This is an optimization exercise on Yosys and OpenROAD, whose aim is small area, a short achievable clock period and few clock cycles, not a production implementation.
No activity file was given, so power comes from the tool's default toggle rates.

## amber
==> flow/design.v (excerpt) <==
module mips(
	input clk, arst_n,
	input [31:0] instr, mem_read_data,
	output [31:0] current_inst, alu_out, mem_write_data,
	output mem_write
);
	reg  [31:2] pc_f;
	wire [31:2] pc_f4 = pc_f + 30'd1;
	wire f_j = (instr[31:26] == 6'b000010);
	wire [31:2] pc_o;
	assign current_inst = {pc_o, 2'b00};
	reg        v_d;
	reg [31:0] ir;
	reg [3:0]  rs_hi, rt_hi;
	reg [7:0]  rs_lo, rt_lo;
	wire [5:0] op = ir[31:26];
	wire [4:0] rs = ir[25:21], rt = ir[20:16], rd = ir[15:11];
	wire [5:0] fn = ir[5:0];
	wire d_r    = v_d & (op == 6'h00);
	wire d_addi = v_d & (op == 6'h08);
	wire d_lw   = v_d & (op == 6'h23);
	wire d_sw   = v_d & (op == 6'h2b);
	wire d_beq  = v_d & (op == 6'h04);
	wire f_sub  = (fn == 6'h22);
	wire f_slt  = (fn == 6'h2a);
	wire f_mul  = (fn == 6'h1c);
	wire [4:0] dst = d_r ? rd : rt;
	wire d_wr   = (d_r | d_addi | d_lw) & (dst != 5'd0);
	wire use_rs = d_r | d_addi | d_lw | d_sw | d_beq;
	wire use_rt = d_r | d_sw | d_beq;
	reg        we_m, ld_m, st_m, mul_m;
	reg        sub_m, slt_m;	 
	reg [1:0]  mstep;
	reg [23:0] acc_s, acc_c;
	reg        acc_ci;
	reg [4:0]  rd_m;
	reg [31:0] res_m, sd_m;
	wire [31:0] rf_an, rf_bn;
	wire [31:0] wb;
	wire mul_busy = mul_m & (mstep != 2'd3);
	wire wb_en = we_m & ~mul_busy;
	reg_file reg_file(.clk(clk), .we(wb_en), .hi1(rs_hi), .lo1(rs_lo), .hi2(rt_hi), .lo2(rt_lo), .a3(rd_m), .wd(wb), .rd1_n(rf_an), .rd2_n(rf_bn));
	wire hit_a = we_m & (rd_m == rs);
	wire hit_b = we_m & (rd_m == rt);
	wire [31:0] dres;	 
	wire [31:0] a = hit_a ? dres : ~rf_an;
	wire [31:0] b = hit_b ? dres : ~rf_bn;
	wire d_mul = d_r & f_mul;
	wire ld_a = ld_m & hit_a;
	wire ld_b = ld_m & hit_b;
	wire stall = mul_busy |
	             (mul_m & ((use_rs & hit_a) | (use_rt & hit_b))) |
	             (ld_a & (d_lw | d_sw | d_beq)) | (ld_b & d_beq);
	wire [31:0] imm = {{16{ir[15]}}, ir[15:0]};
	wire [31:0] agu;
	wire        agu_co;
	add32 agu_add(.a(a), .b(imm), .cin(1'b0), .s(agu), .co(agu_co));
	wire eq;
	eq32 beq_cmp(.a(a), .b(b), .eq(eq));
	reg pred_d;
  ...
For scale: roughly 5000 cells after synthesis, roughly 160 I/O pins.
Settings: LEC_CHECK=0, CAP_MARGIN=20, CORE_MARGIN=2, CORE_UTILIZATION=55, SLEW_MARGIN=20, SYNTH_HIERARCHICAL=1; clock period 22.0 ns.
standard.sh (not shown) runs the stock make flow with config.mk's settings and CLKGATE_MAP_FILE= SYNTH_SCRIPT=/design/flow/synth_recipe.tcl, a recipe that flattens the netlist after the stock synthesis.
==> flow/flow/run.sh <==
#!/bin/bash
# The standard ORFS flow (the standard.sh) with these changes to how the
# layout is made:
#  - timing repair is asked to leave a setup margin, so that the tools keep
#    improving paths that already meet the design's period;
#  - the port buffers are plain buffers;
#  - clock tree synthesis uses larger sink clusters and no dummy loads.
# Each step's output goes to a log of its own.
set -euo pipefail
MARGIN=${MARGIN:-16.4}
CTS="-sink_clustering_enable -repair_clock_nets -sink_clustering_size 30 -sink_clustering_max_diameter 80 -dont_use_dummy_load"
bash standard.sh synth > log_synth.txt 2>&1
for t in floorplan place cts route finish; do
  bash standard.sh SETUP_SLACK_MARGIN=$MARGIN "BUFFER_PORTS_ARGS=-buffer_cell sky130_fd_sc_hd__buf_2" "CTS_ARGS=$CTS" $t > log_$t.txt 2>&1
done
amber: flow completed, timing, DRC and antenna clean
For fjord, these inputs were changed with respect to amber:
-- flow/flow/run.sh --
<<< amber, line 10
MARGIN=${MARGIN:-16.4}
CTS="-sink_clustering_enable -repair_clock_nets -sink_clustering_size 30 -sink_clustering_max_diameter 80 -dont_use_dummy_load"
bash standard.sh synth > log_synth.txt 2>&1
for t in floorplan place cts route finish; do
  bash standard.sh SETUP_SLACK_MARGIN=$MARGIN "BUFFER_PORTS_ARGS=-buffer_cell sky130_fd_sc_hd__buf_2" "CTS_ARGS=$CTS" $t > log_$t.txt 2>&1
done
>>> fjord, line 10
MARGIN=${MARGIN:-16.4}
CTS="-sink_clustering_enable -repair_clock_nets -sink_clustering_size 28 -sink_clustering_max_diameter 75 -dont_use_dummy_load"
bash standard.sh synth > log_synth.txt 2>&1
for t in floorplan place cts route finish; do
  bash standard.sh SETUP_SLACK_MARGIN=$MARGIN "BUFFER_PORTS_ARGS=-buffer_cell sky130_fd_sc_hd__buf_1" "CTS_ARGS=$CTS" $t > log_$t.txt 2>&1
done
==> comparison <==
Between fjord and amber, the number of nets in the finished design figures differ only marginally.
Comparing fjord and amber, the higher overall power of the completed layout is on fjord.
Pin count of the biggest net entering global routing, fjord and amber: larger value in fjord
Compared with amber, fjord shows a lower via count normalized by instance count.
Compared with amber, in fjord setup slack shows a reduction of 0.034 ns; worst-path maximum fanout higher; number of buffers other than clock buffers in the final layout has increased; clock latency on the worst-skew pair about even.
Of fjord and amber, the run reporting the higher wire length after detailed routing was fjord.
No run of this note included a check of the RTL's function; only the layout flow was run.

* * *

Starting RTL as in the previous note.
Settings: LEC_CHECK=0, CAP_MARGIN=20, CORE_MARGIN=2, CORE_UTILIZATION=55, SLEW_MARGIN=20, SYNTH_HIERARCHICAL=1; clock period 22.0 ns.
==> flow/flow/run.sh <==
#!/bin/bash
# The standard ORFS flow (the standard.sh) with these changes to how the
# layout is made:
#  - timing repair is asked to leave a setup margin, so that the tools keep
#    improving paths that already meet the design's period;
#  - the port buffers are plain buffers;
#  - clock tree synthesis uses larger sink clusters and no dummy loads.
# Each step's output goes to a log of its own.
set -euo pipefail
MARGIN=${MARGIN:-16.7}
CTS="-sink_clustering_enable -repair_clock_nets -sink_clustering_size 25 -sink_clustering_max_diameter 70 -dont_use_dummy_load"
bash standard.sh synth > log_synth.txt 2>&1
for t in floorplan place cts route finish; do
  bash standard.sh SETUP_SLACK_MARGIN=$MARGIN "BUFFER_PORTS_ARGS=-buffer_cell sky130_fd_sc_hd__buf_2" "CTS_ARGS=$CTS" $t > log_$t.txt 2>&1
done
Next try:
--- a/flow/flow/run.sh
+++ b/flow/flow/run.sh
@@ -10,2 +10,2 @@
-MARGIN=${MARGIN:-16.7}
-CTS="-sink_clustering_enable -repair_clock_nets -sink_clustering_size 25 -sink_clustering_max_diameter 70 -dont_use_dummy_load"
+MARGIN=${MARGIN:-16.4}
+CTS="-sink_clustering_enable -repair_clock_nets -sink_clustering_size 28 -sink_clustering_max_diameter 75 -dont_use_dummy_load"
--- a/flow/config.mk
+++ b/flow/config.mk
@@ -10,0 +11 @@
+export PLACE_DENSITY = 0.7
After rerunning: The changed run finished clean; die area stays the same; clock power goes down by about 6%; utilization goes down by 0.86 points.
Next try:
--- a/flow/flow/run.sh
+++ b/flow/flow/run.sh
@@ -11 +11 @@
-CTS="-sink_clustering_enable -repair_clock_nets -sink_clustering_size 28 -sink_clustering_max_diameter 75 -dont_use_dummy_load"
+CTS="-sink_clustering_enable -repair_clock_nets -sink_clustering_size 25 -sink_clustering_max_diameter 70 -dont_use_dummy_load"
--- a/flow/config.mk
+++ b/flow/config.mk
@@ -11 +10,0 @@
-export PLACE_DENSITY = 0.7
The new run went through all stages and came out clean.
Die area is unchanged.
Utilization is higher by 0.21 points.
Maximum frequency is lower by 0.37%.
Synthesized area does not change.
Non-clock buffer count is lower by 20.
Hold slack got worse by 0.016 ns.
Register-to-register slack got worse by 0.02 ns.
Wire length is higher by 3.7%.
Combinational power is higher by about 3%.
Setup slack got worse by 0.021 ns.
Global-route usage is higher by 1.2 points.
Function was not checked in any run of this note: the RTL went through the layout flow alone.

port drivers added, routing unchanged:
The flow's constraints put no driver on any port. The routed layouts listed below were extracted and timed again, unchanged, in two steps. Step 1: set_driving_cell puts a clkbuf_16 on clk and a buf_2 on each other input, an assumption about the parent block. Step 2 moves the port delays by t, midway between the first and last clock arrival at a register: inputs arrive t later, outputs are due t later. That takes back most of the time a late clock gives input paths. Three values: ideal ports, drivers, drivers and shift; two values: the first two.
run	t (ns)	setup WS [ns]	clock arrival spread, ns
amber	0.752	16.357 / 16.271 / 15.946	0.108 / 0.109
fjord	0.756	16.323 / 16.275 / 15.735	0.118 / 0.118
the first run of note 2	0.786	16.338 / 16.257 / 16.015	0.139 / 0.139
the second run of note 2	0.748	16.373 / 16.292 / 15.933	0.097 / 0.097
the third run of note 2	0.773	16.352 / 16.270 / 15.940	0.156 / 0.155
After both steps setup and hold are still met in every run listed. For fjord, which loses most, drivers alone change the setup slack by -0.048 ns; drivers and shift together by -0.588 ns.
